Source: an optimization exercise on an open RTL-to-GDS flow (aim: small area, a short achievable clock period and few clock cycles). Production flows keep margins and buffers that such runs may drop.
In this exercise RTL edits were held to simulation tests only and were not proved equivalent to the original.
Power is estimated from default activity; no workload was simulated.

==> flow/constraint.sdc <==
create_clock -name core_clock -period 12.5 [get_ports {clk}]
set_input_delay 2.5000 -clock core_clock [delete_from_list [all_inputs] [get_ports {clk}]]
set_output_delay 2.5000 -clock core_clock [all_outputs]
set_load 0.01 [all_outputs]
==> flow/flow/run.sh <==
#!/bin/bash
# Layout flow: the standard ORFS flow (standard synthesis unchanged), with
# repair_timing aiming below the design's clock period, and real buffers
# (not delay cells) on the ports. Each tool's output goes to flow.log.
set -euo pipefail
MARGIN=$(cat flow/margin.txt 2>/dev/null || echo 7)
sed -e "s#\"\${@:-finish}\"#SETUP_SLACK_MARGIN=${MARGIN} BUFFER_PORTS_ARGS=\"-buffer_cell sky130_fd_sc_hd__buf_4\" \"\${@:-finish}\"#" \
    standard.sh > my_standard.sh
cat my_standard.sh > my_standard_sh.log
bash my_standard.sh > flow.log 2>&1
==> flow/flow/margin.txt <==
7
==> flow/config.mk <==
export PLATFORM = sky130hd
export DESIGN_NAME = mips_cpu_bus
export DESIGN_NICKNAME = mips_cpu_bus
export VERILOG_FILES = /design/flow/design.v
export SDC_FILE = /design/flow/constraint.sdc
export NUM_CORES = 8
export LEC_CHECK = 0
export CAP_MARGIN = 20
export CORE_MARGIN = 2
export CORE_UTILIZATION = 50
export CTS_CLUSTER_DIAMETER = 120
export CTS_CLUSTER_SIZE = 20
export SLEW_MARGIN = 20
==> flow/standard.sh <==
#!/bin/bash
# synth_recipe.tcl (not shown) runs the flow's synth.tcl, then flattens the netlist and writes it again
# the make line also repeats each setting of config.mk as NAME=value (left out here)
make -C /OpenROAD-flow-scripts/flow DESIGN_CONFIG=/design/flow/config.mk WORK_HOME=/design/flow/orfs CLKGATE_MAP_FILE= SYNTH_SCRIPT=/design/flow/synth_recipe.tcl "${@:-finish}"
==> flow/design.v <==
module mips_cpu_bus(
    input logic clk,
    input logic reset,
    output logic active,
    output logic[31:0] register_v0,
    output logic[31:0] address,
    output logic write,
    output logic read,
    input logic waitrequest,
    output logic[31:0] writedata,
    output logic[3:0] byteenable,
    input logic[31:0] readdata
);
    localparam [29:0] RESET_PC = 30'h2FF00000;    
    logic        qv, qd, qw;
    logic [29:0] qa;
    logic [3:0]  qbe;
    assign address    = {qa, 2'b00};
    assign read       = qv & !qw;
    assign write      = qv & qw;
    assign byteenable = qbe;
    assign writedata  = mres;        
    wire acc = qv & !waitrequest;
    logic [29:0] fpc;           
    logic        arr;           
    logic [1:0]  nq;            
    logic [31:0] iq0, iq1;
    logic [29:0] dpc;           
    logic        dsk;           
    logic        halting;
    logic        ev;
    logic [31:0] ea, eb;
    logic [25:0] ei;
    logic [4:0]  edst;
    logic [1:0]  sela, selb;    
    logic        lda, ldb;      
    logic        eimm;          
    logic [2:0]  eimmt;
    logic [3:0]  ealu;
    logic        eload, estore, elink;
    logic [2:0]  emt;
    logic        ebr, ejmp, ejr;
    logic [2:0]  ebt;
    logic        emfhi, emflo, emthi, emtlo, emul, ediv, emsign;
    logic        mv, mmem, mload;
    logic [4:0]  mdst;
    logic [31:0] mres;
    logic [2:0]  mmt;
    logic [1:0]  moff;
    logic        wv, wload;
    logic [4:0]  wdst;
    logic [31:0] wres;
    logic [2:0]  wmt;
    logic [1:0]  woff;
    logic [4:0]  w2dst;
    logic [31:0] w2val;
    wire        dv = (nq != 2'd0) | arr;
    wire [31:0] di = (nq != 2'd0) ? iq0 : readdata;
    wire [5:0] d_op = di[31:26];
    wire [4:0] d_rs = di[25:21];
    wire [4:0] d_rt = di[20:16];
    wire [4:0] d_rd = di[15:11];
    wire [5:0] d_fn = di[5:0];
    wire d_r      = d_op == 6'b000000;
    wire d_regimm = d_op == 6'b000001;
    wire d_j      = d_op == 6'b000010;
    wire d_jal    = d_op == 6'b000011;
    wire d_br4    = d_op[5:2] == 4'b0001;            
    wire d_immalu = d_op[5:3] == 3'b001;              
    wire d_load   = d_op[5:3] == 3'b100;
    wire d_store  = d_op[5:3] == 3'b101;
    wire d_jr     = d_r & (d_fn == 6'b001000);
    wire d_jalr   = d_r & (d_fn == 6'b001001);
    wire d_mfhi   = d_r & (d_fn == 6'b010000);
    wire d_mflo   = d_r & (d_fn == 6'b010010);
    wire d_mthi   = d_r & (d_fn == 6'b010001);
    wire d_mtlo   = d_r & (d_fn == 6'b010011);
    wire d_mul    = d_r & (d_fn[5:1] == 5'b01100);
    wire d_div    = d_r & (d_fn[5:1] == 5'b01101);
    wire d_ralu   = d_r & (d_fn[5] | (d_fn[5:3] == 3'b000));
    wire d_rlink  = d_regimm & d_rt[4];
    wire d_link   = d_jal | d_jalr | d_rlink;
    localparam ALU_ADD = 4'd0, ALU_SUB = 4'd1, ALU_AND = 4'd2, ALU_OR = 4'd3,
               ALU_XOR = 4'd4, ALU_SLT = 4'd5, ALU_SLTU = 4'd6, ALU_PASSB = 4'd7,
               ALU_SLL = 4'd8, ALU_SRL = 4'd10, ALU_SRA = 4'd11,
               ALU_SLLV = 4'd12, ALU_SRLV = 4'd14, ALU_SRAV = 4'd15;
    logic [3:0] d_alu;
    always_comb begin
        d_alu = ALU_ADD;
        if (d_r) begin
            case (d_fn)
                6'b100011: d_alu = ALU_SUB;
                6'b100100: d_alu = ALU_AND;
                6'b100101: d_alu = ALU_OR;
                6'b100110: d_alu = ALU_XOR;
                6'b101010: d_alu = ALU_SLT;
                6'b101011: d_alu = ALU_SLTU;
                6'b000000: d_alu = ALU_SLL;
                6'b000010: d_alu = ALU_SRL;
                6'b000011: d_alu = ALU_SRA;
                6'b000100: d_alu = ALU_SLLV;
                6'b000110: d_alu = ALU_SRLV;
                6'b000111: d_alu = ALU_SRAV;
                default:   d_alu = ALU_ADD;
            endcase
        end else begin
            case (d_op[2:0])
                3'b010: d_alu = ALU_SLT;
                3'b011: d_alu = ALU_SLTU;
                3'b100: d_alu = ALU_AND;
                3'b101: d_alu = ALU_OR;
                3'b110: d_alu = ALU_XOR;
                default: d_alu = ALU_ADD;    
            endcase
        end
    end
    logic [4:0] d_dst;
    always_comb begin
        if (d_jal | d_rlink)                        d_dst = 5'd31;
        else if (d_ralu | d_mfhi | d_mflo | d_jalr) d_dst = d_rd;
        else if (d_immalu | d_load)                 d_dst = d_rt;
        else                                        d_dst = 5'd0;
    end
    wire [29:0] dpc1 = dpc + 30'd1;
    logic        rf_we;
    logic [4:0]  rf_wa;
    logic [31:0] rf_wd;
    logic [31:0] rf_a, rf_b;
    mips_cpu_registers regs(
        .clk(clk), .reset(reset),
        .we(rf_we), .wa(rf_wa), .wd(rf_wd),
        .ra(d_rs), .rda(rf_a),
        .rb(d_rt), .rdb(rf_b),
        .v0(register_v0)
    );
    logic [31:0] alu_y;
    logic [31:0] opa, opb, opb_r, immx;
    always_comb begin
        if (eimmt == 3'b111) immx = {ei[15:0], 16'd0};               
        else if (eimmt[2])   immx = {16'd0, ei[15:0]};               
        else                 immx = {{16{ei[15]}}, ei[15:0]};        
    end
    always_comb begin
        case (sela)
            2'd3:    opa = mres;
            2'd2:    opa = wres;
            2'd1:    opa = w2val;
            default: opa = ea;
        endcase
        case (selb)
            2'd3:    opb_r = mres;
            2'd2:    opb_r = wres;
            2'd1:    opb_r = w2val;
            default: opb_r = eb;
        endcase
    end
    always_comb begin
        if (eimm)          opb = immx;
        else if (estore)   opb = st_data;
        else if (elink)    opb = {dpc1, 2'b00};    
        else if (emfhi)    opb = md_hi;
        else if (emflo)    opb = md_lo;
        else               opb = opb_r;            
    end
    wire haza = lda & sela[1];
    wire hazb = ldb & selb[1];
    logic        md_busy;
    logic [31:0] md_hi, md_lo;
    wire [31:0] st_data = (emt[1:0] == 2'b00) ? {4{opb_r[7:0]}} :
                          (emt[1:0] == 2'b01) ? {2{opb_r[15:0]}} : opb_r;
    wire  [4:0]  alu_sa = ealu[2] ? opa[4:0] : ei[10:6];
    mips_cpu_ALU alu(.op(ealu), .a(opa), .b(opb), .sa(alu_sa), .y(alu_y));
    wire [31:0] eres = alu_y;
    wire [31:0] agu = opa + {{16{ei[15]}}, ei[15:0]};
    wire a_zero = (opa == 32'd0);
    wire a_neg  = opa[31];
    logic br_cond;
    always_comb begin
        case (ebt)
            3'b100:  br_cond = (opa == opb_r);       
            3'b101:  br_cond = (opa != opb_r);       
            3'b110:  br_cond = a_neg | a_zero;       
            3'b111:  br_cond = !a_neg & !a_zero;     
            3'b000:  br_cond = a_neg;                
            default: br_cond = !a_neg;               
        endcase
    end
    wire        e_taken = ev & (ejmp | ejr | (ebr & br_cond));
    wire [29:0] bta     = dpc + {{14{ei[15]}}, ei[15:0]};
    wire [29:0] target  = ejr ? opa[31:2] : ejmp ? {dpc[29:26], ei[25:0]} : bta;
    wire q_free   = !qv | acc | !qd;
    wire m_done   = mv & (!mmem | (acc & qd));
    wire m_free   = !mv | m_done;
    wire e_md_stall = (emthi | emtlo | emfhi | emflo) & md_busy;
    wire e_mem      = eload | estore;
    wire e_cti      = ebr | ejmp | ejr;
    wire e_br_wait  = e_cti & !dv;
    wire e_haz      = haza | hazb;
    wire e_done = ev & m_free & !e_md_stall & !e_br_wait & !e_haz &
                  !((e_mem | e_cti) & !q_free);
    wire e_free = !ev | e_done;
    wire d_uses_rs = !(d_j | d_jal);
    wire d_uses_rt = d_r | d_store | d_load | (d_op[5:1] == 5'b00010);
    wire d_adv = dv & e_free;
    wire fa_e = ev & (edst != 5'd0) & (edst == d_rs) & d_uses_rs;
    wire fa_m = mv & (mdst != 5'd0) & (mdst == d_rs) & d_uses_rs;
    wire fa_w = wv & (wdst != 5'd0) & (wdst == d_rs) & d_uses_rs;
    wire d_usb = d_uses_rt & !d_immalu;
    wire fb_e = ev & (edst != 5'd0) & (edst == d_rt) & d_usb;
    wire fb_m = mv & (mdst != 5'd0) & (mdst == d_rt) & d_usb;
    wire fb_w = wv & (wdst != 5'd0) & (wdst == d_rt) & d_usb;
    wire [1:0] m_next = m_done ? 2'd2 : 2'd3;    
    wire [1:0] sela_d = fa_e ? 2'd3 : fa_m ? m_next : fa_w ? 2'd1 : 2'd0;
    wire [1:0] selb_d = fb_e ? 2'd3 : fb_m ? m_next : fb_w ? 2'd1 : 2'd0;
    wire lda_d = fa_e ? eload : mload;
    wire ldb_d = fb_e ? eload : mload;
    wire [1:0] sela_s = (sela == 2'd3) ? m_next : {1'b0, sela[1]};
    wire [1:0] selb_s = (selb == 2'd3) ? m_next : {1'b0, selb[1]};
    wire redirect = e_done & e_taken;
    wire [1:0] nq_next_raw = nq + {1'b0, arr} - {1'b0, d_adv};
    wire s0 = (nq == 2'd0) & !arr;                  
    wire s1 = ((nq == 2'd0) & arr) | ((nq == 2'd1) & !arr);
    wire af = acc & !qd;                            
    wire q0 = qv & !qd & (qa == 30'd0);
    wire fetch_ok = !halting && !q0 && !redirect &&
                    (d_adv ? !(!s0 & !s1 & af) : (s0 | (s1 & !af)));
    wire [29:0] nfa = (acc & !qd) ? qa + 30'd1 : fpc;
    wire [1:0] boff = agu[1:0];
    logic [3:0] be_mem;
    always_comb begin
        case (emt[1:0])
            2'b00: be_mem = 4'b0001 << boff;                                    
            2'b01: be_mem = boff[0] ? 4'b0000 : (boff[1] ? 4'b1100 : 4'b0011);  
            2'b11: be_mem = (boff == 2'b00) ? 4'b1111 : 4'b0000;                
            default: be_mem = eload ? (emt[2] ? (4'b1111 << boff)               
                                              : (4'b1111 >> (2'd3 - boff)))     
                                    : 4'b0000;
        endcase
    end
    logic [31:0] ld;
    always_comb begin
        case (wmt)
            3'b000: case (woff)                                    
                2'd0: ld = {{24{readdata[7]}},  readdata[7:0]};
                2'd1: ld = {{24{readdata[15]}}, readdata[15:8]};
                2'd2: ld = {{24{readdata[23]}}, readdata[23:16]};
                default: ld = {{24{readdata[31]}}, readdata[31:24]};
            endcase
            3'b100: case (woff)                                    
                2'd0: ld = {24'd0, readdata[7:0]};
                2'd1: ld = {24'd0, readdata[15:8]};
                2'd2: ld = {24'd0, readdata[23:16]};
                default: ld = {24'd0, readdata[31:24]};
            endcase
            3'b001: ld = woff[1] ? {{16{readdata[31]}}, readdata[31:16]}
                                 : {{16{readdata[15]}}, readdata[15:0]};    
            3'b101: ld = woff[1] ? {16'd0, readdata[31:16]}
                                 : {16'd0, readdata[15:0]};                 
            3'b010: case (woff)                                    
                2'd0: ld = {readdata[7:0],  wres[23:0]};
                2'd1: ld = {readdata[15:0], wres[15:0]};
                2'd2: ld = {readdata[23:0], wres[7:0]};
                default: ld = readdata;
            endcase
            3'b110: case (woff)                                    
                2'd0: ld = readdata;
                2'd1: ld = {wres[31:24], readdata[31:8]};
                2'd2: ld = {wres[31:16], readdata[31:16]};
                default: ld = {wres[31:8], readdata[31:24]};
            endcase
            default: ld = readdata;                                
        endcase
    end
    wire w_misal = wload & ((wmt[1:0] == 2'b11 & woff != 2'b00) |
                            (wmt[1:0] == 2'b01 & woff[0]));
    wire [31:0] wval = (wload & !w_misal) ? ld : wres;
    assign rf_we = wv & (wdst != 5'd0);
    assign rf_wa = wdst;
    assign rf_wd = wval;
    always_ff @(posedge clk) begin
        if (reset) begin
            qv      <= 1'b1;
            qd      <= 1'b0;
            qw      <= 1'b0;
            qa      <= RESET_PC;
            qbe     <= 4'b1111;
            fpc     <= RESET_PC;
            arr     <= 1'b0;
            nq      <= 2'd0;
            dpc     <= RESET_PC;
            dsk     <= 1'b0;
            halting <= 1'b0;
            ev      <= 1'b0;
            mv      <= 1'b0;
            wv      <= 1'b0;
            active  <= 1'b1;
        end else begin
            if (e_done & e_mem) begin
                qv  <= 1'b1;
                qd  <= 1'b1;
                qw  <= estore;
                qa  <= agu[31:2];
                qbe <= be_mem;
            end else if (redirect) begin
                qv  <= 1'b1;
                qd  <= 1'b0;
                qw  <= 1'b0;
                qa  <= target;
                qbe <= 4'b1111;
            end else if (q_free) begin
                qv  <= fetch_ok;
                qd  <= 1'b0;
                qw  <= 1'b0;
                qa  <= nfa;
                qbe <= 4'b1111;
            end
            if (acc & !qd) fpc <= qa + 30'd1;
            if (redirect)  fpc <= target;
            if (q0) halting <= 1'b1;
            arr <= acc & !qd & !redirect & !q0;
            if (redirect) begin
                if (d_adv) nq <= 2'd0;
                else begin
                    nq  <= 2'd1;
                    iq0 <= di;
                end
            end else begin
                nq <= nq_next_raw;
                case (nq)
                    2'd0: if (arr & !d_adv) iq0 <= readdata;
                    2'd1: if (d_adv) begin if (arr) iq0 <= readdata; end
                          else if (arr) iq1 <= readdata;
                    default: if (d_adv) begin iq0 <= iq1; if (arr) iq1 <= readdata; end
                endcase
            end
            if (redirect) begin
                dpc <= target;
                dsk <= !d_adv;
            end else if (d_adv) begin
                if (dsk) dsk <= 1'b0;
                else     dpc <= dpc1;
            end
            if (e_free) ev <= d_adv;
            if (m_free) mv <= e_done;
            wv <= m_done;
            if (halting & !dv & !ev & !mv & !wv) active <= 1'b0;
        end
        if (d_adv) begin
            eimm  <= d_immalu;
            eimmt <= d_op[2:0];
            lda   <= lda_d;
            ldb   <= ldb_d;
            ei    <= di[25:0];
            edst  <= d_dst;
            ealu  <= (d_load | d_store | d_link | d_mfhi | d_mflo) ? ALU_PASSB : d_alu;
            eload <= d_load;
            estore<= d_store;
            elink <= d_link;
            emt   <= d_op[2:0];
            ebr   <= d_br4 | d_regimm;
            ebt   <= d_regimm ? {2'b00, d_rt[0]} : d_op[2:0];
            ejmp  <= d_j | d_jal;
            ejr   <= d_jr | d_jalr;
            emfhi <= d_mfhi;
            emflo <= d_mflo;
            emthi <= d_mthi;
            emtlo <= d_mtlo;
            emul  <= d_mul;
            ediv  <= d_div;
            emsign<= !d_fn[0];
        end
        ea <= d_adv ? rf_a : opa;
        eb <= d_adv ? rf_b : opb_r;
        sela <= d_adv ? sela_d : sela_s;
        selb <= d_adv ? selb_d : selb_s;
        w2dst <= rf_we ? rf_wa : 5'd0;
        w2val <= rf_wd;
        if (e_done) begin
            mmem  <= e_mem;
            mload <= eload;
            mdst  <= edst;
            mres  <= eres;
            mmt   <= emt;
            moff  <= agu[1:0];
        end
        wload <= mload;
        wdst  <= mdst;
        wres  <= mres;
        wmt   <= mmt;
        woff  <= moff;
    end
    mips_cpu_multiplier md(
        .clk(clk), .reset(reset),
        .start(e_done & (emul | ediv)), .is_div(ediv), .sign(emsign),
        .a(opa), .b(opb_r),
        .wr_hi(e_done & emthi), .wr_lo(e_done & emtlo),
        .busy(md_busy), .hi(md_hi), .lo(md_lo)
    );
endmodule
module mips_cpu_registers(
    input  logic        clk,
    input  logic        reset,
    input  logic        we,
    input  logic [4:0]  wa,
    input  logic [31:0] wd,
    input  logic [4:0]  ra,
    output logic [31:0] rda,
    input  logic [4:0]  rb,
    output logic [31:0] rdb,
    output logic [31:0] v0
);
    logic [31:0] r [1:31];
    wire  [31:0] wdm = reset ? 32'd0 : wd;
    genvar i;
    generate
        for (i = 1; i < 32; i = i + 1) begin : g_reg
            always_ff @(posedge clk)
                if (reset | (we & (wa == i))) r[i] <= wdm;
        end
    endgenerate
    always_comb begin
        rda = 32'd0;
        rdb = 32'd0;
        for (int k = 1; k < 32; k++) begin
            if (ra == k) rda = r[k];
            if (rb == k) rdb = r[k];
        end
    end
    assign v0 = r[2];
endmodule
module mips_cpu_ALU(
    input  logic [3:0]  op,
    input  logic [31:0] a,
    input  logic [31:0] b,
    input  logic [4:0]  sa,
    output logic [31:0] y
);
    wire sub = (op == 4'd1) | (op == 4'd5) | (op == 4'd6);
    wire [32:0] s = {1'b0, a} + {1'b0, b ^ {32{sub}}} + {32'd0, sub};
    wire slt  = (a[31] ^ b[31]) ? a[31] : s[31];
    wire sltu = ~s[32];
    wire left  = op[3] & ~op[1];           
    wire arith = op[3] & op[1] & op[0];    
    logic [31:0] x, r, sh;
    always_comb begin
        for (int k = 0; k < 32; k++) x[k] = left ? b[31-k] : b[k];
        r = $signed({arith & b[31], x}) >>> sa;
        for (int k = 0; k < 32; k++) sh[k] = left ? r[31-k] : r[k];
    end
    always_comb begin
        case (op)
            4'd0, 4'd1: y = s[31:0];
            4'd2:       y = a & b;
            4'd3:       y = a | b;
            4'd4:       y = a ^ b;
            4'd5:       y = {31'd0, slt};
            4'd6:       y = {31'd0, sltu};
            4'd7:       y = b;
            default:    y = sh;
        endcase
    end
endmodule
module mips_cpu_multiplier(
    input  logic        clk,
    input  logic        reset,
    input  logic        start,
    input  logic        is_div,
    input  logic        sign,
    input  logic [31:0] a,
    input  logic [31:0] b,
    input  logic        wr_hi,
    input  logic        wr_lo,
    output logic        busy,
    output logic [31:0] hi,
    output logic [31:0] lo
);
    localparam I_IDLE = 0, I_ABS1 = 1, I_ABS2 = 2, I_MUL = 3, I_NORM = 4,
               I_DIV = 5, I_NEGH = 6, I_NEGL = 7, I_NRM4 = 8, I_DCHK = 9;
    localparam [9:0] S_IDLE = 10'b1 << I_IDLE, S_ABS1 = 10'b1 << I_ABS1,
                     S_ABS2 = 10'b1 << I_ABS2, S_MUL  = 10'b1 << I_MUL,
                     S_NORM = 10'b1 << I_NORM, S_DIV  = 10'b1 << I_DIV,
                     S_NEGH = 10'b1 << I_NEGH, S_NEGL = 10'b1 << I_NEGL,
                     S_NRM4 = 10'b1 << I_NRM4, S_DCHK = 10'b1 << I_DCHK;
    logic [9:0]  st;
    logic        div, negq, negr, nega, negb;
    logic [31:0] m;
    logic [5:0]  cnt;
    logic        lcy;
    assign busy = !st[I_IDLE];
    logic [31:0] ax, ay;
    logic        aci;
    logic [32:0] asum;
    wire x_hi = st[I_MUL] | st[I_NORM] | st[I_NRM4] | st[I_DIV] | st[I_DCHK];
    wire y_hi = (st[I_ABS1] & div) | st[I_NEGH];
    wire y_lo = (st[I_ABS1] & !div) | st[I_NEGL];
    wire y_m  = st[I_ABS2] | st[I_DIV] | st[I_DCHK];
    always_comb begin
        ax  = x_hi ? hi : 32'd0;
        ay  = ({32{y_hi}} & ~hi) |
              ({32{y_lo}} & ~lo) |
              ({32{y_m}} & ~m) |
              ({32{st[I_NORM]}} & ~{m[30:0], 1'b0}) |
              ({32{st[I_NRM4]}} & ~{m[27:0], 4'b0}) |
              ({32{st[I_MUL] & lo[0]}} & m);
        aci = !st[I_MUL] & (!st[I_NEGH] | div | lcy);
    end
    assign asum = {1'b0, ax} + {1'b0, ay} + {32'd0, aci};
    always_ff @(posedge clk) begin
        if (reset) begin
            st <= S_IDLE;
            hi <= 32'd0;
            lo <= 32'd0;
        end else if (start) begin
            if ((a == 32'd0) | (b == 32'd0)) begin
                hi <= 32'd0;
                lo <= 32'd0;
                st <= S_IDLE;
            end else begin
                div  <= is_div;
                nega <= sign & a[31];
                negb <= sign & b[31];
                negq <= sign & (a[31] ^ b[31]);
                negr <= sign & a[31];
                m    <= b;
                cnt  <= 6'd0;
                if (is_div) begin hi <= a;     lo <= 32'd0; end
                else        begin hi <= 32'd0; lo <= a;     end
                st <= (sign & a[31]) ? S_ABS1 :
                      (sign & b[31]) ? S_ABS2 :
                      is_div ? S_DCHK : S_MUL;
            end
        end else begin
            case (1'b1)
                st[I_IDLE]: begin
                    if (wr_hi) hi <= a;
                    if (wr_lo) lo <= a;
                end
                st[I_ABS1]: begin
                    if (div) hi <= asum[31:0]; else lo <= asum[31:0];
                    st <= negb ? S_ABS2 : (div ? S_DCHK : S_MUL);
                end
                st[I_ABS2]: begin
                    m  <= asum[31:0];
                    st <= div ? S_DCHK : S_MUL;
                end
                st[I_MUL]: begin
                    {hi, lo} <= {asum[32:0], lo[31:1]};
                    cnt <= cnt + 6'd1;
                    if (cnt == 6'd31) st <= negq ? S_NEGL : S_IDLE;
                end
                st[I_DCHK]: begin
                    if (!asum[32]) st <= negr ? S_NEGH : S_IDLE;
                    else           st <= S_NRM4;
                end
                st[I_NRM4]: begin
                    if (m[31:28] == 4'd0 && asum[32]) begin
                        m   <= {m[27:0], 4'b0};
                        cnt <= cnt + 6'd4;
                    end else begin
                        st <= S_NORM;
                    end
                end
                st[I_NORM]: begin
                    if (!m[31] && asum[32]) begin
                        m   <= {m[30:0], 1'b0};
                        cnt <= cnt + 6'd1;
                    end else begin
                        st <= S_DIV;
                    end
                end
                st[I_DIV]: begin
                    if (asum[32]) hi <= asum[31:0];
                    lo  <= {lo[30:0], asum[32]};
                    m   <= {1'b0, m[31:1]};
                    cnt <= cnt - 6'd1;
                    if (cnt == 6'd0)
                        st <= negq ? S_NEGL : (negr ? S_NEGH : S_IDLE);
                end
                st[I_NEGL]: begin
                    lo  <= asum[31:0];
                    lcy <= asum[32];
                    st  <= (!div | negr) ? S_NEGH : S_IDLE;
                end
                st[I_NEGH]: begin
                    hi <= asum[31:0];
                    st <= S_IDLE;
                end
                default: st <= S_IDLE;
            endcase
        end
    end
endmodule
==> reports/results.txt, run 1 <==
Share of flip-flops with an asynchronous set or reset = 0
Critical path arrival = 6.18 ns
Req. time, crit path = 12.92 ns
CTS tree = built
Die X-Extent = 423 um
Tmin final = 5.77 ns
CP Max Fanout = 19
TNS Setup = 0 ns
Synth cell types = 115
Root Driver = clkbuf_16
Final wirelength = 416,000 um
Most frequent cells in the layout = edfxtp_1, nor2_1, a21oi_1
Most common cell after layout, fill and taps aside = edfxtp_1
Total die area = 0.179 mm2
Mapped Area = 0.0878 mm2
Port-buffer cells = 135
Endpoints failing setup = 0
WS Path Type = reg -> reg
Synth area leaders = edfxtp_1, dfxtp_1, a21oi_1, o21ai_0, nor2_1
Clock slew at reported path FFs = 0.10 ns
Largest net degree at the start of global routing = 78
Final worst slack = 6.73 ns
Syn. warnings = 5
Antenna violations before repair = 18
Hold Buf Count CTS = 0
Hold slack = 0.341 ns
Max FFs per register = 992
Max Buffers Root-to-Sink = 3
Worst hold-check path type = reg -> reg
P per Cell Area = 337 mW/mm2
Via count = 82.0k
Initial DRC Count = 14.8k
MaxCap Viol Count = 0
Hpwl dp = 284,000 um
Global-route wire length before repair = 572,000 um
Endpoints failing hold = 0
Least-Margin Pin Slew = 1.29 ns
Dominant synthesized flop cell = edfxtp_1
H-tree depth = 3
Fillers = 15.3k
Crit. End Element = flop
Critical Path Start Type = flop
Total gr overflow = 0
Vias per cell = 7.51
Tcrit/Tclk final = 0.461
Avg Cell Area, Syn = 10.2 um2
Total power = 0.0325 W
Post-synth top area share = 0.410
Initial core utilization = 0.504
Worst Skew = 0.0452 ns
Rel. slew slack = 0.135
Post-synthesis sequential area ratio = 0.484
RSZ-0062 raised after global routing = yes
Synth area leader = edfxtp_1
Die height = 423 um
Share of cells above drive strength 1 = 0.125
Maximum VDD drop = 0.000208 V
Ports = 138
TritonCTS Buffers = 89
Pre-CTS setup slack = 5.07 ns
Worst-Skew Late Latency = 0.80 ns
Num rows = 153
Dpl cells = 10.7k
Core region area = 0.174 mm2
Final Non-Filler Cells = 10.9k
# clock sinks = 1,523
Largest register by flop count = regs.r
Post-Synthesis Cells = 8,652
# DRC = 0
DRT Pass-1 Iters = 14
Number of global-route vias before repair = 74.1k
Peak Freq = 0.173 GHz
Final Slew Violations = 0
Status = no timing/DRC/antenna violations
EDFF count, synth = 1,200
NumNets Final = 8,732
Leakage = 33.6 nW
Drt wl/cell = 38.1 um
Gp weighted congestion = 1.07
Area grow syn2layout = 9.53%
Synth Register Bits = 1,523
GR Util All Layers = 0.441
Post-route ant nets = 0
-- report_power, final --
part | total (W) | internal (W) | switching (W)
registers | 0.00892 | 0.00743 | 0.00149
clock network | 0.00323 | 0.00139 | 0.00184
logic | 0.0203 | 0.00638 | 0.0139
total | 0.0325 | 0.0152 | 0.0173
-- cells by family (layout without fill, tap and decap cells) --
group	count (synthesis)	after routing	share of synthesized area
AOI/OAI and AO/OA	3278	3279	0.254
and+or+nand+nor	2123	2126	0.112
DFF	1523	1523	0.484
buffers and inverters	892	803	0.0402
muxes	378	378	0.0549
xor gates and xnor gates	256	256	0.0255
adders and majority gates	201	201	0.0291
other	1	26	0.0000427
-- through the flow --
stage          utilization  area, um2
6_report             0.552      96200
5_1_grt              0.552      96200
4_1_cts              0.546      95200
3_5_place_dp         0.526      91600
3_3_place_gp         0.526      91600
2_1_floorplan            -      87900
-- worst max-delay path, stage by stage, from the launching register on --
cell and delay [ns]:
dfxtp_4 0.46, buf_4 0.23, bufbuf_16 0.38, mux4_2 0.71
o21ai_1 0.30, nor3_1 0.16, a21o_1 0.44, mux4_2 0.64
o21ai_0 0.50, mux2i_1 0.44, a221oi_1 0.71, o221ai_1 0.37
-- synth_stat cells (45+ instances only) --
cell type	number
edfxtp_1	1200
nor2_1	669
a21oi_1	632
nand2_1	626
o21ai_0	609
clkbuf_1	592
o22ai_1	333
dfxtp_1	323
mux2i_1	247
a221oi_1	225
ha_1	196
a22oi_1	185
nor3_1	180
a31oi_1	165
inv_1	157
xnor2_1	143
a211oi_1	137
a222oi_1	133
nand3_1	132
xor2_1	113
and2_1	109
o2bb2ai_1	95
o221ai_1	93
a21o_1	72
mux4_2	71
buf_1	66
nor4_1	64
a31o_2	63
o211ai_1	57
o21a_1	57
nand2b_1	56
mux2_2	53
and3_1	52
o31ai_1	51
buf_2	45
nand4_1	45
-- metal layers --
layer / GRT usage / vias to the layer above / routed length (um)
met2: 0.689 / 6543 / 186000
met5: 0 / - / 42
met4: 0.280 / 6 / 33500
met3: 0.0899 / 1355 / 46600
met1: 0.559 / 40400 / 150000
li1: - / 33700 / -
-- final timing paths --
path                start  endpoint  slack, ns  cells past startpoint
setup / recovery  selb[0]  mres[16]       6.73                     11
hold / removal    moff[1]   woff[1]       0.34                      0
setup reg to reg  selb[0]  mres[16]       6.73                     11
hold reg to reg   moff[1]   woff[1]       0.34                      0
-- final cells by class --
| class | instances | area, um2 | area share |
|---|---|---|---|
| timing repair buffer | 470 | 4140 | 0.0430 |
| clock inverter | 12 | 160 | 0.00166 |
| tap | 2325 | 2910 | 0.0302 |
| multi-input combinational | 6242 | 43300 | 0.450 |
| clock buffer | 151 | 2500 | 0.0260 |
| timing repair inverter | 1 | 5.00 | 0.0000520 |
| antenna | 24 | 60.1 | 0.000624 |
| sequential | 1523 | 42500 | 0.442 |
| inverter | 169 | 664 | 0.00691 |
-- timing repair --
action	4_1_cts	5_1_grt
endpoints found under the setup margin	352	286
pin swaps	8	14
endpoints found under the hold margin	0	0
gates resized for setup	137	124
gates cloned	6	10
setup buffers	28	32
Testbench counts, summed over its fixed seeds: cycles 118,396.
==> run 2, diff against run 1 <==
--- a/flow/design.v
+++ b/flow/design.v
@@ -32,7 +32,8 @@
     logic [31:0] ea, eb;
     logic [25:0] ei;
     logic [4:0]  edst;
-    logic [1:0]  sela, selb;    
+    logic        am, aw, aw2, an;
+    logic        bm, bw, bw2, bn, bi;
     logic        lda, ldb;      
     logic        eimm;          
     logic [2:0]  eimmt;
@@ -81,7 +82,7 @@
     wire d_rlink  = d_regimm & d_rt[4];
     wire d_link   = d_jal | d_jalr | d_rlink;
     localparam ALU_ADD = 4'd0, ALU_SUB = 4'd1, ALU_AND = 4'd2, ALU_OR = 4'd3,
-               ALU_XOR = 4'd4, ALU_SLT = 4'd5, ALU_SLTU = 4'd6, ALU_PASSB = 4'd7,
+               ALU_XOR = 4'd4, ALU_SLT = 4'd5, ALU_SLTU = 4'd6,
                ALU_SLL = 4'd8, ALU_SRL = 4'd10, ALU_SRA = 4'd11,
                ALU_SLLV = 4'd12, ALU_SRLV = 4'd14, ALU_SRAV = 4'd15;
     logic [3:0] d_alu;
@@ -134,51 +135,43 @@
         .v0(register_v0)
     );
     logic [31:0] alu_y;
-    logic [31:0] opa, opb, opb_r, immx;
+    logic [31:0] opa, opb, immx;
     always_comb begin
         if (eimmt == 3'b111) immx = {ei[15:0], 16'd0};               
         else if (eimmt[2])   immx = {16'd0, ei[15:0]};               
         else                 immx = {{16{ei[15]}}, ei[15:0]};        
     end
     always_comb begin
-        case (sela)
-            2'd3:    opa = mres;
-            2'd2:    opa = wres;
-            2'd1:    opa = w2val;
-            default: opa = ea;
-        endcase
-        case (selb)
-            2'd3:    opb_r = mres;
-            2'd2:    opb_r = wres;
-            2'd1:    opb_r = w2val;
-            default: opb_r = eb;
-        endcase
-    end
-    always_comb begin
-        if (eimm)          opb = immx;
-        else if (estore)   opb = st_data;
-        else if (elink)    opb = {dpc1, 2'b00};    
-        else if (emfhi)    opb = md_hi;
-        else if (emflo)    opb = md_lo;
-        else               opb = opb_r;            
+        opa = ({32{am}} & mres) | ({32{aw}} & wres) | ({32{aw2}} & w2val) | ({32{an}} & ea);
+        opb = ({32{bm}} & mres) | ({32{bw}} & wres) | ({32{bw2}} & w2val) | ({32{bn}} & eb) |
+              ({32{bi}} & immx);
     end
-    wire haza = lda & sela[1];
-    wire hazb = ldb & selb[1];
-    logic        md_busy;
-    logic [31:0] md_hi, md_lo;
-    wire [31:0] st_data = (emt[1:0] == 2'b00) ? {4{opb_r[7:0]}} :
-                          (emt[1:0] == 2'b01) ? {2{opb_r[15:0]}} : opb_r;
+    wire haza = lda & (am | aw);
+    wire hazb = ldb & (bm | bw);
     wire  [4:0]  alu_sa = ealu[2] ? opa[4:0] : ei[10:6];
     mips_cpu_ALU alu(.op(ealu), .a(opa), .b(opb), .sa(alu_sa), .y(alu_y));
-    wire [31:0] eres = alu_y;
+    logic        md_busy;
+    logic [31:0] md_hi, md_lo;
+    wire [31:0] st_data = (emt[1:0] == 2'b00) ? {4{opb[7:0]}} :
+                          (emt[1:0] == 2'b01) ? {2{opb[15:0]}} : opb;
+    logic [31:0] eoth;
+    always_comb begin
+        if (estore)        eoth = st_data;
+        else if (eload)    eoth = opb;
+        else if (elink)    eoth = {dpc1, 2'b00};    
+        else if (emfhi)    eoth = md_hi;
+        else               eoth = md_lo;
+    end
+    wire ealu_res = !(estore | eload | elink | emfhi | emflo);
+    wire [31:0] eres = ealu_res ? alu_y : eoth;
     wire [31:0] agu = opa + {{16{ei[15]}}, ei[15:0]};
     wire a_zero = (opa == 32'd0);
     wire a_neg  = opa[31];
     logic br_cond;
     always_comb begin
         case (ebt)
-            3'b100:  br_cond = (opa == opb_r);       
-            3'b101:  br_cond = (opa != opb_r);       
+            3'b100:  br_cond = (opa == opb);         
+            3'b101:  br_cond = (opa != opb);         
             3'b110:  br_cond = a_neg | a_zero;       
             3'b111:  br_cond = !a_neg & !a_zero;     
             3'b000:  br_cond = a_neg;                
@@ -209,13 +202,14 @@
     wire fb_e = ev & (edst != 5'd0) & (edst == d_rt) & d_usb;
     wire fb_m = mv & (mdst != 5'd0) & (mdst == d_rt) & d_usb;
     wire fb_w = wv & (wdst != 5'd0) & (wdst == d_rt) & d_usb;
-    wire [1:0] m_next = m_done ? 2'd2 : 2'd3;    
-    wire [1:0] sela_d = fa_e ? 2'd3 : fa_m ? m_next : fa_w ? 2'd1 : 2'd0;
-    wire [1:0] selb_d = fb_e ? 2'd3 : fb_m ? m_next : fb_w ? 2'd1 : 2'd0;
+    wire am_d  = fa_e | (fa_m & !m_done);
+    wire aw_d  = !fa_e & fa_m & m_done;
+    wire aw2_d = !fa_e & !fa_m & fa_w;
+    wire bm_d  = fb_e | (fb_m & !m_done);
+    wire bw_d  = !fb_e & fb_m & m_done;
+    wire bw2_d = !fb_e & !fb_m & fb_w;
     wire lda_d = fa_e ? eload : mload;
     wire ldb_d = fb_e ? eload : mload;
-    wire [1:0] sela_s = (sela == 2'd3) ? m_next : {1'b0, sela[1]};
-    wire [1:0] selb_s = (selb == 2'd3) ? m_next : {1'b0, selb[1]};
     wire redirect = e_done & e_taken;
     wire [1:0] nq_next_raw = nq + {1'b0, arr} - {1'b0, d_adv};
     wire s0 = (nq == 2'd0) & !arr;                  
@@ -352,7 +346,7 @@
             ldb   <= ldb_d;
             ei    <= di[25:0];
             edst  <= d_dst;
-            ealu  <= (d_load | d_store | d_link | d_mfhi | d_mflo) ? ALU_PASSB : d_alu;
+            ealu  <= d_alu;
             eload <= d_load;
             estore<= d_store;
             elink <= d_link;
@@ -370,9 +364,15 @@
             emsign<= !d_fn[0];
         end
         ea <= d_adv ? rf_a : opa;
-        eb <= d_adv ? rf_b : opb_r;
-        sela <= d_adv ? sela_d : sela_s;
-        selb <= d_adv ? selb_d : selb_s;
+        eb <= d_adv ? rf_b : opb;
+        if (d_adv) begin
+            am <= am_d; aw <= aw_d; aw2 <= aw2_d; an <= !(am_d | aw_d | aw2_d);
+            bm <= bm_d; bw <= bw_d; bw2 <= bw2_d; bn <= !(bm_d | bw_d | bw2_d) & !d_immalu;
+            bi <= d_immalu;
+        end else begin
+            am <= am & !m_done; aw <= am & m_done; aw2 <= aw; an <= an | aw2;
+            bm <= bm & !m_done; bw <= bm & m_done; bw2 <= bw; bn <= bn | bw2;
+        end
         w2dst <= rf_we ? rf_wa : 5'd0;
         w2val <= rf_wd;
         if (e_done) begin
@@ -392,7 +392,7 @@
     mips_cpu_multiplier md(
         .clk(clk), .reset(reset),
         .start(e_done & (emul | ediv)), .is_div(ediv), .sign(emsign),
-        .a(opa), .b(opb_r),
+        .a(opa), .b(opb),
         .wr_hi(e_done & emthi), .wr_lo(e_done & emtlo),
         .busy(md_busy), .hi(md_hi), .lo(md_lo)
     );
@@ -455,7 +455,6 @@
             4'd4:       y = a ^ b;
             4'd5:       y = {31'd0, slt};
             4'd6:       y = {31'd0, sltu};
-            4'd7:       y = b;
             default:    y = sh;
         endcase
     end
@@ -474,35 +473,32 @@
     output logic [31:0] hi,
     output logic [31:0] lo
 );
-    localparam I_IDLE = 0, I_ABS1 = 1, I_ABS2 = 2, I_MUL = 3, I_NORM = 4,
-               I_DIV = 5, I_NEGH = 6, I_NEGL = 7, I_NRM4 = 8, I_DCHK = 9;
-    localparam [9:0] S_IDLE = 10'b1 << I_IDLE, S_ABS1 = 10'b1 << I_ABS1,
-                     S_ABS2 = 10'b1 << I_ABS2, S_MUL  = 10'b1 << I_MUL,
-                     S_NORM = 10'b1 << I_NORM, S_DIV  = 10'b1 << I_DIV,
-                     S_NEGH = 10'b1 << I_NEGH, S_NEGL = 10'b1 << I_NEGL,
-                     S_NRM4 = 10'b1 << I_NRM4, S_DCHK = 10'b1 << I_DCHK;
-    logic [9:0]  st;
+    localparam S_IDLE = 4'd0, S_ABS1 = 4'd1, S_ABS2 = 4'd2, S_MUL = 4'd3,
+               S_NORM = 4'd4, S_DIV = 4'd5, S_NEGH = 4'd6, S_NEGL = 4'd7,
+               S_NRM4 = 4'd8, S_DCHK = 4'd9;
+    logic [3:0]  st;
     logic        div, negq, negr, nega, negb;
     logic [31:0] m;
     logic [5:0]  cnt;
     logic        lcy;
-    assign busy = !st[I_IDLE];
+    assign busy = (st != S_IDLE);
     logic [31:0] ax, ay;
     logic        aci;
     logic [32:0] asum;
-    wire x_hi = st[I_MUL] | st[I_NORM] | st[I_NRM4] | st[I_DIV] | st[I_DCHK];
-    wire y_hi = (st[I_ABS1] & div) | st[I_NEGH];
-    wire y_lo = (st[I_ABS1] & !div) | st[I_NEGL];
-    wire y_m  = st[I_ABS2] | st[I_DIV] | st[I_DCHK];
-    always_comb begin
-        ax  = x_hi ? hi : 32'd0;
-        ay  = ({32{y_hi}} & ~hi) |
-              ({32{y_lo}} & ~lo) |
-              ({32{y_m}} & ~m) |
-              ({32{st[I_NORM]}} & ~{m[30:0], 1'b0}) |
-              ({32{st[I_NRM4]}} & ~{m[27:0], 4'b0}) |
-              ({32{st[I_MUL] & lo[0]}} & m);
-        aci = !st[I_MUL] & (!st[I_NEGH] | div | lcy);
+    always_comb begin
+        ax = 32'd0; ay = ~m; aci = 1'b1;
+        case (st)
+            S_ABS1: begin ax = 32'd0; ay = div ? ~hi : ~lo; aci = 1'b1; end
+            S_ABS2: begin ax = 32'd0; ay = ~m;              aci = 1'b1; end
+            S_MUL:  begin ax = hi;    ay = lo[0] ? m : 32'd0; aci = 1'b0; end
+            S_NORM: begin ax = hi;    ay = ~{m[30:0], 1'b0}; aci = 1'b1; end
+            S_NRM4: begin ax = hi;    ay = ~{m[27:0], 4'b0}; aci = 1'b1; end
+            S_DIV,
+            S_DCHK: begin ax = hi;    ay = ~m;              aci = 1'b1; end
+            S_NEGH: begin ax = 32'd0; ay = ~hi; aci = div | lcy; end
+            S_NEGL: begin ax = 32'd0; ay = ~lo;             aci = 1'b1; end
+            default: ;
+        endcase
     end
     assign asum = {1'b0, ax} + {1'b0, ay} + {32'd0, aci};
     always_ff @(posedge clk) begin
@@ -530,29 +526,29 @@
                       is_div ? S_DCHK : S_MUL;
             end
         end else begin
-            case (1'b1)
-                st[I_IDLE]: begin
+            case (st)
+                S_IDLE: begin
                     if (wr_hi) hi <= a;
                     if (wr_lo) lo <= a;
                 end
-                st[I_ABS1]: begin
+                S_ABS1: begin
                     if (div) hi <= asum[31:0]; else lo <= asum[31:0];
                     st <= negb ? S_ABS2 : (div ? S_DCHK : S_MUL);
                 end
-                st[I_ABS2]: begin
+                S_ABS2: begin
                     m  <= asum[31:0];
                     st <= div ? S_DCHK : S_MUL;
                 end
-                st[I_MUL]: begin
+                S_MUL: begin
                     {hi, lo} <= {asum[32:0], lo[31:1]};
                     cnt <= cnt + 6'd1;
                     if (cnt == 6'd31) st <= negq ? S_NEGL : S_IDLE;
                 end
-                st[I_DCHK]: begin
+                S_DCHK: begin
                     if (!asum[32]) st <= negr ? S_NEGH : S_IDLE;
                     else           st <= S_NRM4;
                 end
-                st[I_NRM4]: begin
+                S_NRM4: begin
                     if (m[31:28] == 4'd0 && asum[32]) begin
                         m   <= {m[27:0], 4'b0};
                         cnt <= cnt + 6'd4;
@@ -560,7 +556,7 @@
                         st <= S_NORM;
                     end
                 end
-                st[I_NORM]: begin
+                S_NORM: begin
                     if (!m[31] && asum[32]) begin
                         m   <= {m[30:0], 1'b0};
                         cnt <= cnt + 6'd1;
@@ -568,7 +564,7 @@
                         st <= S_DIV;
                     end
                 end
-                st[I_DIV]: begin
+                S_DIV: begin
                     if (asum[32]) hi <= asum[31:0];
                     lo  <= {lo[30:0], asum[32]};
                     m   <= {1'b0, m[31:1]};
@@ -576,12 +572,12 @@
                     if (cnt == 6'd0)
                         st <= negq ? S_NEGL : (negr ? S_NEGH : S_IDLE);
                 end
-                st[I_NEGL]: begin
+                S_NEGL: begin
                     lo  <= asum[31:0];
                     lcy <= asum[32];
                     st  <= (!div | negr) ? S_NEGH : S_IDLE;
                 end
-                st[I_NEGH]: begin
+                S_NEGH: begin
                     hi <= asum[31:0];
                     st <= S_IDLE;
                 end
==> reports/results.txt, run 2 <==
Hold slack = 0.338 ns (was 0.341 ns)
Dpl cells = 10.9k (was 10.7k)
MaxCap Viol Count = 0 (unchanged)
Post-synthesis sequential area ratio = 0.488 (was 0.484)
Root Driver = clkbuf_16 (unchanged)
Mapped Area = 0.0870 mm2 (was 0.0878 mm2)
Antenna violations before repair = 23 (was 18)
Die height = 421 um (was 423 um)
GR Util All Layers = 0.464 (was 0.441)
Slowest-stage cell, CP = or4b_2 (was mux4_2)
Initial DRC Count = 15.0k (was 14.8k)
Synth area leader = edfxtp_1 (unchanged)
DRT Pass-1 Iters = 11 (was 14)
WS Path Type = in -> reg (was reg -> reg)
GR Util met1 = 0.577 (was 0.559)
Final Slew Violations = 0 (unchanged)
Hpwl dp = 293,000 um (was 284,000 um)
Crit. End Element = flop (unchanged)
Tcrit/Tclk final = 0.451 (was 0.461)
Critical Path Source = readdata[22] (was selb[0])
H-tree depth = 3 (unchanged)
Most common cell in the synthesized netlist = edfxtp_1 (unchanged)
Share of flip-flops with an asynchronous set or reset = 0 (unchanged)
RSZ-0062 raised after global routing = yes (unchanged)
Final wirelength = 431,000 um (was 416,000 um)
Met2 Use GR = 0.703 (was 0.689)
Worst Skew = 0.0513 ns (was 0.0452 ns)
Largest register by flop count = regs.r (unchanged)
Leakage = 33.9 nW (was 33.6 nW)
Max Buffers Root-to-Sink = 3 (unchanged)
Synth cell types = 105 (was 115)
Endpoints failing setup = 0 (unchanged)
CP Max Fanout = 31 (was 19)
Most frequent cells in the layout = edfxtp_1, nand2_1, nor2_1 (was edfxtp_1, nor2_1, a21oi_1)
Number of global-route vias before repair = 75.3k (was 74.1k)
Area grow syn2layout = 10.5% (was 9.53%)
Post-Synthesis Cells = 8,791 (was 8,652)
Commonest cells post-synth = edfxtp_1, nand2_1, nor2_1 (was edfxtp_1, nor2_1, a21oi_1)
Final worst slack = 6.86 ns (was 6.73 ns)
Avg Cell Area, Syn = 9.90 um2 (was 10.2 um2)
Worst hold-check path type = reg -> reg (unchanged)
Final Non-Filler Cells = 11.1k (was 10.9k)
Peak Freq = 0.177 GHz (was 0.173 GHz)
Cell depth of the worst setup path = 13 (was 11)
Cells along the critical path = buf_4 -> or4b_2 -> o21a_2 -> nor2_4 -> buf_6 -> o2bb2ai_1 -> nand2_1 -> a22oi_2 -> o22ai_1 -> nor3_1 -> o21ai_0 -> a41o_1 -> a31oi_1 (was buf_4 -> bufbuf_16 -> mux4_2 -> o21ai_1 -> nor3_1 -> a21o_1 -> mux4_2 -> o21ai_0 -> mux2i_1 -> a221oi_1 -> o221ai_1)
NumNets Final = 8,976 (was 8,732)
Tmin final = 5.64 ns (was 5.77 ns)
Least-Margin Pin Slew = 1.28 ns (was 1.29 ns)
Via count = 82.9k (was 82.0k)
Total die area = 0.177 mm2 (was 0.179 mm2)
Footprint of the multi-input gates = 0.0425 mm2 (was 0.0433 mm2)
Die X-Extent = 421 um (was 423 um)
Clock slew at reported path FFs = 0.09 ns (was 0.10 ns)
Fillers = 15.4k (was 15.3k)
Reg-to-reg slack, setup = 7.02 ns (was 6.73 ns)
TritonCTS Buffers = 88 (was 89)
Global-route wire length before repair = 593,000 um (was 572,000 um)
EDFF count, synth = 1,200 (unchanged)
Gp weighted congestion = 1.08 (was 1.07)
# DRC = 0 (unchanged)
CP endpoint = ea[10] (was mres[16])
Crit path largest cell delay = 0.67 ns (was 0.71 ns)
Rel. slew slack = 0.136 (was 0.135)
Total power = 0.0312 W (was 0.0325 W)
Critical path arrival = 6.37 ns (was 6.18 ns)
FF-to-FF path depth = 17 (was 11)
Critical path's top delay family = compound AO/OA/AOI/OAI gates (unchanged)
Total gr overflow = 0 (unchanged)
Post-synth top area share = 0.414 (was 0.410)
Max FFs per register = 992 (unchanged)
Share of cells above drive strength 1 = 0.122 (was 0.125)
Critical R2R Launch = aw (was selb[0])
Pre-CTS setup slack = 5.08 ns (was 5.07 ns)
Synth Register Bits = 1,521 (was 1,523)
Port-buffer cells = 135 (unchanged)
Reg area = 0.0425 mm2 (about the same)
# clock sinks = 1,521 (was 1,523)
Maximum VDD drop = 0.000171 V (was 0.000208 V)
Largest net degree at the start of global routing = 92 (was 78)
TNS Setup = 0 ns (unchanged)
Status = no timing/DRC/antenna violations (unchanged)
Post-route ant nets = 0 (unchanged)
P per Cell Area = 325 mW/mm2 (was 337 mW/mm2)
Req. time, crit path = 13.22 ns (was 12.92 ns)
Synth area leaders = edfxtp_1, dfxtp_1, a21oi_1, nand2_1, nor2_1 (was edfxtp_1, dfxtp_1, a21oi_1, o21ai_0, nor2_1)
Most common cell after layout, fill and taps aside = edfxtp_1 (unchanged)
Ports = 138 (unchanged)
Worst-Skew Late Latency = 0.81 ns (was 0.80 ns)
Gr busiest metal = met2 (unchanged)
Grt met3 use = 0.117 (was 0.0899)
Critical Path Start Type = input port (was flop)
Endpoints failing hold = 0 (unchanged)
Hold Buf Count CTS = 0 (unchanged)
Initial core utilization = 0.502 (was 0.504)
Dominant synthesized flop cell = edfxtp_1 (unchanged)
Syn. warnings = 5 (unchanged)
Drt wl/cell = 38.8 um (was 38.1 um)
Worst r2r dst = qa[5] (was mres[16])
Core region area = 0.173 mm2 (was 0.174 mm2)
CP bufs+invs = 2 (unchanged)
CTS tree = built (unchanged)
Vias per cell = 7.45 (was 7.51)
Num rows = 153 (unchanged)
run 2: kinds of logic after synthesis:
family	synth area share
fa+ha+maj	0.0297
buf+inv	0.0391
flops	0.488
xor+xnor	0.0253
compound gates	0.259
mux	0.0380
other cells	0.0000431
simple gates	0.121
run 2: worst min path at each step:
stage	cells after the start	endpoint	slack, ns	from
after global placement	0	wmt[2]	0.33	mmt[2]
after floorplan	0	wmt[0]	0.32	mmt[0]
after CTS	0	wmt[2]	0.35	mmt[2]
final	0	wmt[2]	0.34	mmt[2]
after global routing	0	wmt[2]	0.35	mmt[2]
after detailed placement	0	woff[0]	0.33	moff[0]
run 2: metal layers:
layer | part of all wire | vias up
met1 | 0.35 | 40200
met5 | 0.00031 | -
li1 | - | 34000
met3 | 0.12 | 1614
met2 | 0.43 | 6971
met4 | 0.094 | 20
run 2: what timing repair did:
| action | in CTS | in global routing |
|---|---|---|
| endpoints found under the hold margin | 0 | 0 |
| setup buffers | 35 | 51 |
| endpoints found under the setup margin | 389 | 173 |
| pin swaps | 12 | 21 |
| resized for setup | 134 | 124 |
| gates cloned | 4 | 13 |
run 2: report_power, final:
part	switching [W]	leakage, nW	internal, W
clock network	0.00184	1.27	0.00139
logic	0.0130	17.9	0.00603
registers	0.00167	14.7	0.00729
total	0.0165	33.9	0.0147
run 2: area by class of cell:
cell class / instances / share of cell area
well taps: 2325 / 0.0303
repair buffers: 552 / 0.0499
inverters: 160 / 0.00753
multi-input cells: 6415 / 0.442
clock buffers: 129 / 0.0251
diodes: 14 / 0.000365
flip-flops and latches: 1521 / 0.442
clock inverters: 13 / 0.00253
run 2: through the flow:
| stage | utilization | cell area [um2] |
|---|---|---|
| 3_5_place_dp | 0.527 | 91400 |
| 6_report | 0.554 | 96100 |
| 2_1_floorplan | - | 87100 |
| 4_1_cts | 0.547 | 94900 |
| 5_1_grt | 0.554 | 96100 |
| 3_3_place_gp | 0.527 | 91300 |
Testbench counts of run 2, summed over its fixed seeds: cycles 118,396.
==> run 3, diff against run 2 <==
--- a/flow/design.v
+++ b/flow/design.v
@@ -43,6 +43,7 @@
     logic        ebr, ejmp, ejr;
     logic [2:0]  ebt;
     logic        emfhi, emflo, emthi, emtlo, emul, ediv, emsign;
+    logic        epred;         
     logic        mv, mmem, mload;
     logic [4:0]  mdst;
     logic [31:0] mres;
@@ -179,7 +180,10 @@
         endcase
     end
     wire        e_taken = ev & (ejmp | ejr | (ebr & br_cond));
-    wire [29:0] bta     = dpc + {{14{ei[15]}}, ei[15:0]};
+    wire        sel_e   = ev & (ebr | ejmp | ejr);
+    wire [15:0] t_imm   = sel_e ? ei[15:0] : di[15:0];
+    wire [30:0] t_sum   = {dpc, 1'b1} + {{14{t_imm[15]}}, t_imm, !sel_e};
+    wire [29:0] bta     = t_sum[30:1];
     wire [29:0] target  = ejr ? opa[31:2] : ejmp ? {dpc[29:26], ei[25:0]} : bta;
     wire q_free   = !qv | acc | !qd;
     wire m_done   = mv & (!mmem | (acc & qd));
@@ -210,12 +214,18 @@
     wire bw2_d = !fb_e & !fb_m & fb_w;
     wire lda_d = fa_e ? eload : mload;
     wire ldb_d = fb_e ? eload : mload;
-    wire redirect = e_done & e_taken;
+    wire redirect = e_done & (epred ? !e_taken : e_taken);
+    wire [29:0] rtarget = epred ? dpc1 : target;
     wire [1:0] nq_next_raw = nq + {1'b0, arr} - {1'b0, d_adv};
     wire s0 = (nq == 2'd0) & !arr;                  
     wire s1 = ((nq == 2'd0) & arr) | ((nq == 2'd1) & !arr);
     wire af = acc & !qd;                            
     wire q0 = qv & !qd & (qa == 30'd0);
+    wire d_pred = ((d_br4 | d_regimm) & di[15]) | d_j | d_jal;
+    wire [29:0] d_ptgt = (d_j | d_jal) ? {dpc1[29:26], di[25:0]} : bta;
+    wire n_after = !s0 & !s1;                       
+    wire pred_fire = d_adv & d_pred & (n_after | af) & q_free & !sel_e &
+                     !(e_done & e_mem) & !redirect;
     wire fetch_ok = !halting && !q0 && !redirect &&
                     (d_adv ? !(!s0 & !s1 & af) : (s0 | (s1 & !af)));
     wire [29:0] nfa = (acc & !qd) ? qa + 30'd1 : fpc;
@@ -299,7 +309,13 @@
                 qv  <= 1'b1;
                 qd  <= 1'b0;
                 qw  <= 1'b0;
-                qa  <= target;
+                qa  <= rtarget;
+                qbe <= 4'b1111;
+            end else if (pred_fire) begin
+                qv  <= 1'b1;
+                qd  <= 1'b0;
+                qw  <= 1'b0;
+                qa  <= d_ptgt;
                 qbe <= 4'b1111;
             end else if (q_free) begin
                 qv  <= fetch_ok;
@@ -309,9 +325,10 @@
                 qbe <= 4'b1111;
             end
             if (acc & !qd) fpc <= qa + 30'd1;
-            if (redirect)  fpc <= target;
+            if (redirect)  fpc <= rtarget;
+            else if (pred_fire) fpc <= d_ptgt;
             if (q0) halting <= 1'b1;
-            arr <= acc & !qd & !redirect & !q0;
+            arr <= acc & !qd & !redirect & !q0 & !(pred_fire & n_after);
             if (redirect) begin
                 if (d_adv) nq <= 2'd0;
                 else begin
@@ -327,7 +344,7 @@
                     default: if (d_adv) begin iq0 <= iq1; if (arr) iq1 <= readdata; end
                 endcase
             end
-            if (redirect) begin
+            if (e_done & e_taken) begin
                 dpc <= target;
                 dsk <= !d_adv;
             end else if (d_adv) begin
@@ -362,6 +379,7 @@
             emul  <= d_mul;
             ediv  <= d_div;
             emsign<= !d_fn[0];
+            epred <= pred_fire;
         end
         ea <= d_adv ? rf_a : opa;
         eb <= d_adv ? rf_b : opb;
--- a/flow/config.mk
+++ b/flow/config.mk
@@ -5,9 +5,9 @@
 export SDC_FILE = /design/flow/constraint.sdc
 export NUM_CORES = 8
 export LEC_CHECK = 0
-export CAP_MARGIN = 20
+export CAP_MARGIN = 30
 export CORE_MARGIN = 2
 export CORE_UTILIZATION = 50
 export CTS_CLUSTER_DIAMETER = 120
 export CTS_CLUSTER_SIZE = 20
-export SLEW_MARGIN = 20
+export SLEW_MARGIN = 30
==> reports/results.txt, run 3 <==
Status = no timing/DRC/antenna violations (unchanged)
Worst-Skew Late Latency = 0.82 ns (was 0.81 ns)
Critical R2R Launch = emt[1] (was aw)
Area grow syn2layout = 11.3% (was 10.5%)
TNS Setup = 0 ns (unchanged)
Syn. warnings = 5 (unchanged)
Hpwl dp = 334,000 um (was 293,000 um)
Synth area leaders = edfxtp_1, dfxtp_1, a21oi_1, nor2_1, nand2_1 (was edfxtp_1, dfxtp_1, a21oi_1, nand2_1, nor2_1)
Sequential Power Share = 0.266 (was 0.287)
Vias per cell = 7.89 (was 7.45)
EDFF count, synth = 1,201 (was 1,200)
Most common cell after layout, fill and taps aside = edfxtp_1 (unchanged)
Worst hold-check path type = reg -> reg (unchanged)
Number of global-route vias before repair = 80.9k (was 75.3k)
Peak Freq = 0.169 GHz (was 0.177 GHz)
DRT met1 WL = 161,000 um (was 151,000 um)
Share of flip-flops with an asynchronous set or reset = 0 (unchanged)
Critical Path Start Type = flop (was input port)
CP Max Fanout = 17 (was 31)
Initial DRC Count = 19.0k (was 15.0k)
FF-to-FF path depth = 11 (was 17)
GR Util All Layers = 0.524 (was 0.464)
Critical path arrival = 6.43 ns (was 6.37 ns)
Max Buffers Root-to-Sink = 3 (unchanged)
WS Path Type = reg -> reg (was in -> reg)
Most common cell in the synthesized netlist = edfxtp_1 (unchanged)
Initial core utilization = 0.504 (was 0.502)
Worst Skew = 0.0608 ns (was 0.0513 ns)
Global-route wire length before repair = 666,000 um (was 593,000 um)
H-tree depth = 3 (unchanged)
Endpoints failing hold = 0 (unchanged)
Met2 routed WL = 198,000 um (was 186,000 um)
Worst r2r dst = mres[29] (was qa[5])
CP endpoint = mres[29] (was ea[10])
Critical Path Source = emt[1] (was readdata[22])
Root Driver = clkbuf_16 (unchanged)
Leakage = 34.9 nW (was 33.9 nW)
DRT Pass-1 Iters = 29 (was 11)
RSZ-0062 raised after global routing = yes (unchanged)
Synth area leader = edfxtp_1 (unchanged)
Share of cells above drive strength 1 = 0.132 (was 0.122)
Clock slew at reported path FFs = 0.10 ns (was 0.09 ns)
Largest net degree at the start of global routing = 78 (was 92)
Die height = 425 um (was 421 um)
Post-route ant nets = 0 (unchanged)
Mapped Area = 0.0888 mm2 (was 0.0870 mm2)
Synth cell types = 99 (was 105)
Tmin final = 5.93 ns (was 5.64 ns)
Crit. End Element = flop (unchanged)
Switch Pwr = 0.0190 W (was 0.0165 W)
Synth Register Bits = 1,522 (was 1,521)
Total die area = 0.181 mm2 (was 0.177 mm2)
P per Cell Area = 346 mW/mm2 (was 325 mW/mm2)
Req. time, crit path = 13.00 ns (was 13.22 ns)
Most frequent cells in the layout = edfxtp_1, nor2_1, nand2_1 (was edfxtp_1, nand2_1, nor2_1)
Met3 WL post-DR = 77,100 um (was 53,900 um)
Commonest cells post-synth = edfxtp_1, nor2_1, nand2_1 (was edfxtp_1, nand2_1, nor2_1)
Die X-Extent = 425 um (was 421 um)
DR top layer = met5 (unchanged)
# DRC = 0 (unchanged)
Core region area = 0.176 mm2 (was 0.173 mm2)
Avg Cell Area, Syn = 9.80 um2 (was 9.90 um2)
Dominant synthesized flop cell = edfxtp_1 (unchanged)
Hold Buf Count CTS = 0 (unchanged)
Antenna violations before repair = 36 (was 23)
Clock share of power = 0.095 (was 0.103)
Total gr overflow = 0 (unchanged)
Maximum VDD drop = 0.000202 V (was 0.000171 V)
Drt wl/cell = 43.1 um (was 38.8 um)
Final wirelength = 491,000 um (was 431,000 um)
Port-buffer cells = 135 (unchanged)
Endpoints failing setup = 0 (unchanged)
Pint = 0.0152 W (was 0.0147 W)
Largest register by flop count = regs.r (unchanged)
Max FFs per register = 992 (unchanged)
Switch share = 0.556 (was 0.529)
CTS tree = built (unchanged)
Post-synth top area share = 0.406 (was 0.414)
Ports = 138 (unchanged)
MaxCap Viol Count = 0 (unchanged)
# clock sinks = 1,522 (was 1,521)
Gp weighted congestion = 1.13 (was 1.08)
Post-Synthesis Cells = 9,054 (was 8,791)
Core Util, Final = 0.561 (was 0.554)
Reg-to-reg slack, setup = 6.57 ns (was 7.02 ns)
Post-synthesis sequential area ratio = 0.479 (was 0.488)
Least-Margin Pin Slew = 1.26 ns (was 1.28 ns)
Logic pwr share = 0.639 (was 0.610)
Via count = 90.0k (was 82.9k)
TritonCTS Buffers = 89 (was 88)
Tcrit/Tclk final = 0.474 (was 0.451)
Fillers = 15.4k (about the same)
Final Slew Violations = 0 (unchanged)
Rel. slew slack = 0.154 (was 0.136)
Num rows = 154 (was 153)
NumNets Final = 9,228 (was 8,976)
run 3: kinds of logic (layout without fill, tap and decap cells):
family | count (synthesis) | after routing | synth area share
AO/OA/AOI/OAI | 3253 | 3254 | 0.252
AND/OR/NAND/NOR | 2557 | 2562 | 0.134
flip-flops | 1522 | 1522 | 0.479
buffers and inverters | 972 | 954 | 0.0426
multiplexers | 295 | 295 | 0.0381
XOR/XNOR | 251 | 251 | 0.0248
adder cells (fa/ha/maj) | 203 | 203 | 0.0291
other | 1 | 31 | 0.0000422
run 3: final cells by class:
class,count,area (um2),area share
clock inverters,16,258,0.00261
diodes,29,72.6,0.000734
multi-input cells,6567,44600,0.452
flip-flops and latches,1522,42500,0.430
clock buffers,128,2410,0.0244
inverters,229,918,0.00929
repair buffers,581,5090,0.0515
well taps,2340,2930,0.0296
run 3: what timing repair did:
action,in CTS,in global routing
setup buffers,25,49
gates resized for setup,197,185
setup endpoints to repair,412,312
cloned,8,5
pin swaps,13,29
run 3: critical path, cell delays in order, from the launching register on:
cell and delay [ns]:
edfxtp_1 0.45, buf_12 0.21, and3_4 0.28, buf_12 0.13, o211a_1 0.44, clkinv_1 0.58
mux4_2 0.71, a22oi_1 0.18, a2bb2oi_1 1.00, a21oi_1 0.44, a2111oi_0 0.82, a31oi_1 0.35
run 3: power by group through the flow:
stage	Combinational, W	Clock (W)	Sequential (W)
floorplan	0.0110	0	0.00813
global placement	0.0192	0	0.00902
detailed placement	0.0192	0	0.00904
CTS	0.0197	0.00320	0.00890
global route	0.0221	0.00336	0.00908
finish	0.0219	0.00326	0.00912
run 3: how the worst min path moves through the flow:
| stage | start | slack, ns | cells after the start | end |
|---|---|---|---|---|
| global placement | moff[0] | 0.34 | 0 | woff[0] |
| CTS | moff[0] | 0.35 | 0 | woff[0] |
| global route | moff[0] | 0.36 | 0 | woff[0] |
| detailed placement | moff[0] | 0.33 | 0 | woff[0] |
| finish | moff[0] | 0.35 | 0 | woff[0] |
| floorplan | mmt[0] | 0.32 | 0 | wmt[0] |
run 3: metal layers:
layer | vias up | GRT usage
met1 | 43000 | 0.625
met2 | 9313 | 0.747
met4 | 28 | 0.422
met5 | - | 0.00212
met3 | 2508 | 0.206
li1 | 35200 | -
run 3: metrics by stage:
step / instances / hold WS, ns / instance area [um2] / worst slack (ns) / power (W)
2_1_floorplan: 9055 / 0.323 / 88900 / 7.01 / 0.0192
3_3_place_gp: 11100 / 0.343 / 93300 / 4.31 / 0.0282
3_5_place_dp: 11200 / 0.329 / 93500 / 4.86 / 0.0282
4_1_cts: 11300 / 0.349 / 97300 / 6.84 / 0.0318
5_1_grt: 11400 / 0.362 / 98800 / 6.92 / 0.0345
6_report: 11400 / 0.354 / 98800 / 6.57 / 0.0342
Testbench counts of run 3, summed over its fixed seeds: cycles 116,417.

-- what the ideal ports hide --
Ports are ideal in the flow. The routed layouts listed here were re-timed in OpenROAD.
Step 1 assumes that a clkbuf_16 drives the clock port and a buf_2 every other input.
Step 2 adds t to the input delays and takes it off the output delays; t is the mean of the earliest and latest rising clock arrival at the registers after step 1. Input paths then give back, and output paths get back, about the clock's delay inside the block.
Three values: ideal ports, drivers, drivers and shift; two values: the first two.
| run | shift t [ns] | setup WS [ns] | worst hold slack (ns) | slew at the worst register clock pin (ns) | worst data-port slew with drivers (ns) |
|---|---|---|---|---|---|
| run 1 | 0.869 | 6.732 / 6.732 / 6.163 | 0.341 / 0.341 / 0.341 | 0.11 / 0.11 | 0.04 |
| run 2 | 0.879 | 6.856 / 6.924 / 6.045 | 0.338 / 0.338 / 0.338 | 0.11 / 0.11 | 0.05 |
| run 3 | 0.895 | 6.570 / 6.570 / 6.007 | 0.354 / 0.354 / 0.354 | 0.11 / 0.11 | 0.10 |
After both steps every run listed still meets setup and hold. The setup slack of run 2, which loses most, moves by +0.068 ns with the drivers and by -0.811 ns with both steps.
